Context: an optimization exercise on an open-source flow, tuned for small area. The choices shown serve that exercise and are no tape-out recipe.
In this exercise RTL edits were held to simulation tests only and were not proved equivalent to the original.
The clock port is modelled as an ideal driver, which makes a skipped or thinned clock tree look cheaper than it is; a real chip needs a root buffer or a tree.
No activity file was given, so power comes from the tool's default toggle rates.

==> run H <==
==> flow/design.v (excerpt) <==
module timer (
    input clk,
    input reset,
    output [3:0] dig,
    output [7:0] segments
);
==> module timer, before the edit <==
module timer (
    input clk,
    input reset,
    output [3:0] dig,
    output [7:0] segments
);
reg [14:0] lf;
wire sec_tick = lf[0] & ~lf[1] & lf[2] & ~lf[3] & ~lf[4] & ~lf[5] & lf[6] & lf[7]
              & lf[10] & ~lf[11] & ~lf[12] & ~lf[13] & lf[14];
always @(posedge clk, posedge reset)
    if (reset)
        lf <= 15'h0d8a;
    else
        lf <= {lf[13:0], lf[14] ^ lf[13] ^ sec_tick};
reg [3:0] sec_0;
reg [2:0] sec_1;
always @(posedge clk, posedge reset)
    if (reset) begin
        sec_0 <= 4'd0;
        sec_1 <= 3'd0;
    end else begin
        if (sec_tick)
            sec_0 <= sec_0 + 4'd1;
        if (sec_0 == 4'd10) begin
            sec_0 <= 4'd0;
            sec_1 <= sec_1 + 3'd1;
        end
        if (sec_1 == 3'd6)
            sec_1 <= 3'd0;
    end
reg [3:0] cnt_k;
reg sel;
always @(posedge clk, posedge reset)
    if (reset) begin
        cnt_k <= 4'd0;
        sel <= 1'b0;
    end else if (cnt_k == 4'd12) begin
        cnt_k <= 4'd0;
        sel <= ~sel;
    end else
        cnt_k <= cnt_k + 4'd1;
wire [3:0] d = sel ? sec_0 : {1'b0, sec_1};
reg [6:0] seg;
always @(*)
    case (d)
        4'd0:  seg = 7'h40;
        4'd1:  seg = 7'h79;
        4'd2:  seg = 7'h24;
        4'd3:  seg = 7'h30;
        4'd4:  seg = 7'h19;
        4'd5:  seg = 7'h12;
        4'd6:  seg = 7'h02;
        4'd7:  seg = 7'h78;
        4'd8:  seg = 7'h00;
        4'd9:  seg = 7'h10;
        4'd10: seg = 7'h08;
        default: seg = 7'bxxxxxxx;
    endcase
assign dig = {2'b11, sel, ~sel};
assign segments = {1'b1, seg};
endmodule
Settings: LEC_CHECK=0, CAP_MARGIN=20, CORE_MARGIN=2, CORE_UTILIZATION=40, CTS_BUF_LIST=sky130_fd_sc_hd__clkbuf_8, SLEW_MARGIN=20; clock period 5.0 ns.
run.sh (not shown) runs the stock make flow with config.mk's settings and CLKGATE_MAP_FILE= SYNTH_SCRIPT=/design/flow/synth_recipe.tcl, a recipe that flattens the netlist after the stock synthesis.
==> run R: changes against run H <==
==> flow/design.v (replaced) <==
module timer (
    input clk,
    input reset,
    output [3:0] dig,
    output [7:0] segments
);
reg [14:0] lf;
wire sec_tick = lf[0] & ~lf[1] & lf[2] & ~lf[3] & ~lf[4] & ~lf[5] & lf[6] & lf[7]
              & lf[10] & ~lf[11] & ~lf[12] & ~lf[13] & lf[14];
always @(posedge clk, posedge reset)
    if (reset)
        lf <= 15'h0d8a;
    else
        lf <= {lf[13:0], (lf[14] ^ lf[13]) & ~sec_tick};
reg [3:0] sec_0;
reg [2:0] sec_1;
wire [3:0] n0;
wire [2:0] n1;
assign n0[0] = (~sec_tick & sec_0[0]) | (sec_tick & ~sec_0[0]);
assign n0[1] = (~sec_tick & sec_0[1]) | (sec_0[1] & ~sec_0[0]) | (sec_tick & ~sec_0[1] & sec_0[0]) | (~sec_0[3] & ~sec_0[2] & sec_0[1]);
assign n0[2] = (sec_tick & sec_0[1] & sec_0[0]) | (~sec_tick & ~sec_0[3] & sec_0[2]) | (sec_0[2] & sec_0[1]);
assign n0[3] = (sec_tick & sec_0[2] & ~sec_0[1]) | (sec_0[3] & ~sec_0[2]);
assign n1[0] = (~sec_0[3] & sec_1[0]) | (~sec_0[2] & sec_1[0]) | (sec_0[3] & sec_0[2] & ~sec_1[0]);
assign n1[1] = (~sec_0[3] & sec_1[1]) | (~sec_0[2] & sec_1[1]) | (~sec_1[2] & sec_1[1]) | (sec_1[1] & ~sec_1[0]) | (sec_0[3] & sec_0[2] & ~sec_1[2] & sec_1[0]);
assign n1[2] = (sec_1[2] & sec_1[1]) | (sec_0[3] & sec_0[2] & sec_1[1] & sec_1[0]);
always @(posedge clk, posedge reset)
    if (reset) begin
        sec_0 <= 4'd0;
        sec_1 <= 3'd0;
    end else begin
        sec_0 <= n0;
        sec_1 <= n1;
    end
reg [3:0] k;
reg sel;
wire k_wrap = ~k[0] & k[1] & ~k[2];
always @(posedge clk, posedge reset)
    if (reset) begin
        k <= 4'b0100;
        sel <= 1'b0;
    end else begin
        k <= {k[2:0], ~(k[3] ^ k[2]) & ~k_wrap};
        sel <= sel ^ k_wrap;
    end
wire [6:0] seg;
wire [3:0] d = sel ? sec_0 : {1'b0, sec_1[2], sec_1[1], sec_1[0]};
assign seg[0] = (~d[3] & ~d[1] & d[0]) | (d[2] & d[1] & ~d[0]);
assign seg[1] = (~d[3] & d[2] & ~d[1]) | (d[2] & d[0]);
assign seg[2] = (~d[3] & ~d[2] & d[1] & ~d[0]);
assign seg[3] = (~d[1] & d[0]) | (d[2] & d[1] & ~d[0]) | (d[3] & ~d[1]);
assign seg[4] = (d[0]) | (d[2] & d[1]);
assign seg[5] = (~d[3] & ~d[2] & d[1]) | (~d[1] & d[0]);
assign seg[6] = (~d[2] & ~d[1]);
assign dig = {2'b11, sel, ~sel};
assign segments = {1'b1, seg};
endmodule
==> flow/flow/run.sh (new file) <==
#!/bin/bash
# Own layout flow: the standard ORFS flow with three changes.
#  1. Synthesis is ORFS's synthesis script with the ABC step run with an
#     area-oriented script (flow/area.abc) and without the half/full-adder
#     extraction; everything before ABC (and so every register and its name)
#     is the same as in the standard synthesis.
#  2. Ports are buffered with the smallest buffer (buf_1).
#  3. Clock tree synthesis uses clkbuf_8 and no dummy loads.
set -euo pipefail
W=$(pwd)
F=$W/flow

sed "s|^  log_cmd abc {\*}\$abc_args|  log_cmd abc -script $F/area.abc {*}[lrange \$abc_args 2 end]|" \
    "$FLOW_HOME/scripts/synth.tcl" > "$W/own_synth.tcl"
grep -q "$F/area.abc" "$W/own_synth.tcl"
sed "s|source \$::env(SCRIPTS_DIR)/synth.tcl|source $W/own_synth.tcl|" "$W/synth_recipe.tcl" > "$W/own_synth_recipe.tcl"
grep -q "own_synth.tcl" "$W/own_synth_recipe.tcl"

cat "$F/extra.mk" >> "$W/config.mk"
echo "export POST_CTS_TCL = $F/post_cts.tcl" >> "$W/config.mk"

bash "$W/standard.sh" SYNTH_SCRIPT="$W/own_synth_recipe.tcl" ADDER_MAP_FILE= finish > "$W/flow_make.log" 2>&1
==> flow/flow/area.abc (new file) <==
strash
&get -n
&fraig -x
&put
dc2
strash
&get -n
&dch -f
&nf -R 1000
&put
strash
&get -n
&dch -f
&nf -R 1000
&put
==> flow/flow/extra.mk (new file) <==
export BUFFER_PORTS_ARGS = -buffer_cell sky130_fd_sc_hd__buf_1
export CTS_ARGS = -sink_clustering_enable -repair_clock_nets -dont_use_dummy_load -buf_list sky130_fd_sc_hd__clkbuf_8 -root_buf sky130_fd_sc_hd__clkbuf_16 -sink_clustering_size 30 -sink_clustering_max_diameter 200
export SKIP_REPAIR_TIE_FANOUT = 1
==> flow/flow/post_cts.tcl (new file) <==
# Collapse the clock tree to one buffer: the sinks of every clock buffer that
# is driven by another clock buffer move to that driver's output net, and the
# emptied buffers and nets are removed.
set block [ord::get_db_block]
set bufs {}
foreach inst [$block getInsts] {
  if {[string match sky130_fd_sc_hd__clkbuf_* [[$inst getMaster] getName]]} {
    lappend bufs $inst
  }
}
foreach inst $bufs {
  set in [[$inst findITerm A] getNet]
  set out [[$inst findITerm X] getNet]
  set drv ""
  foreach it [$in getITerms] {
    if {[$it isOutputSignal]} { set drv [$it getInst] }
  }
  if {$drv eq ""} { continue }
  if {![string match sky130_fd_sc_hd__clkbuf_* [[$drv getMaster] getName]]} { continue }
  foreach it [$out getITerms] {
    if {[$it getInst] eq $inst} { continue }
    $it disconnect
    $it connect $in
  }
  puts "post_cts: removed clock buffer [$inst getName]"
  odb::dbInst_destroy $inst
  odb::dbNet_destroy $out
}

# The one remaining clock buffer becomes a buf_12.
set db [ord::get_db]
set m12 [$db findMaster sky130_fd_sc_hd__buf_12]
foreach inst [$block getInsts] {
  if {[string match sky130_fd_sc_hd__clkbuf_* [[$inst getMaster] getName]]} {
    $inst swapMaster $m12
    puts "post_cts: [$inst getName] is now a buf_12"
  }
}
==> flow/standard.sh (new file) <==
#!/bin/bash
# synth_recipe.tcl (not shown) runs the flow's synth.tcl, then flattens the netlist and writes it again
# the make line also repeats each setting of config.mk as NAME=value (left out here)
make -C /OpenROAD-flow-scripts/flow DESIGN_CONFIG=/design/flow/config.mk WORK_HOME=/design/flow/orfs CLKGATE_MAP_FILE= SYNTH_SCRIPT=/design/flow/synth_recipe.tcl "${@:-finish}"
--- a/flow/config.mk
+++ b/flow/config.mk
@@ -7,6 +7,9 @@
 export LEC_CHECK = 0
 export CAP_MARGIN = 20
 export CORE_MARGIN = 2
-export CORE_UTILIZATION = 40
-export CTS_BUF_LIST = sky130_fd_sc_hd__clkbuf_8
+export CORE_UTILIZATION = 28
 export SLEW_MARGIN = 20
+export BUFFER_PORTS_ARGS = -buffer_cell sky130_fd_sc_hd__buf_1
+export CTS_ARGS = -sink_clustering_enable -repair_clock_nets -dont_use_dummy_load -buf_list sky130_fd_sc_hd__clkbuf_8 -root_buf sky130_fd_sc_hd__clkbuf_16 -sink_clustering_size 30 -sink_clustering_max_diameter 200
+export SKIP_REPAIR_TIE_FANOUT = 1
+export POST_CTS_TCL = /design/flow/flow/post_cts.tcl
removed: flow/run.sh
==> run Z: changes against run H <==
--- a/flow/config.mk
+++ b/flow/config.mk
@@ -7,6 +7,7 @@
 export LEC_CHECK = 0
 export CAP_MARGIN = 20
 export CORE_MARGIN = 2
-export CORE_UTILIZATION = 40
-export CTS_BUF_LIST = sky130_fd_sc_hd__clkbuf_8
+export CORE_UTILIZATION = 70
+export CTS_BUF_LIST = sky130_fd_sc_hd__clkbuf_8 sky130_fd_sc_hd__clkbuf_16
+export CTS_CLUSTER_SIZE = 30
 export SLEW_MARGIN = 20
==> comparison <==
- Clock power: run R is smaller than run H (about 34%).
- Run H passed the timing, DRC and antenna checks. Run R produced a clean layout. Run Z went through all stages and came out clean.
- Cell area, lowest first: run R, run H, run Z.
- Between run R and run H, the lower via count is in run R (gap 24%, measured against run H).
- Register-to-register slack is about the same in run Z and run R.
- First-iteration DRC count, highest first: run R, run H, run Z.

separate check: timing with driven ports:
The flow's constraints put no driver on any port. The routed layouts listed below were extracted and timed again, unchanged, in two steps. Step 1: set_driving_cell puts a clkbuf_16 on clk and a buf_2 on each other input, an assumption about the parent block. Step 2, shift: input delay + t, output delay - t, t = (earliest + latest rising clock arrival at the registers) / 2. This alone moves slack from input paths to output paths. a / b / c = ideal / step 1 / step 2; a / b = the first two.
run | shift t [ns] | setup slack, ns | slew at the worst register clock pin (ns) | cell pins on the clock port's net
run H | 0.289 | 1.530 / 1.510 / 1.799 | 0.09 / 0.09 | 1
run R | 0.160 | 2.285 / 2.256 / 2.415 | 0.10 / 0.10 | 1
run Z | 0.298 | 1.504 / 1.480 / 1.778 | 0.10 / 0.10 | 1
After both steps every run listed still meets setup and hold.
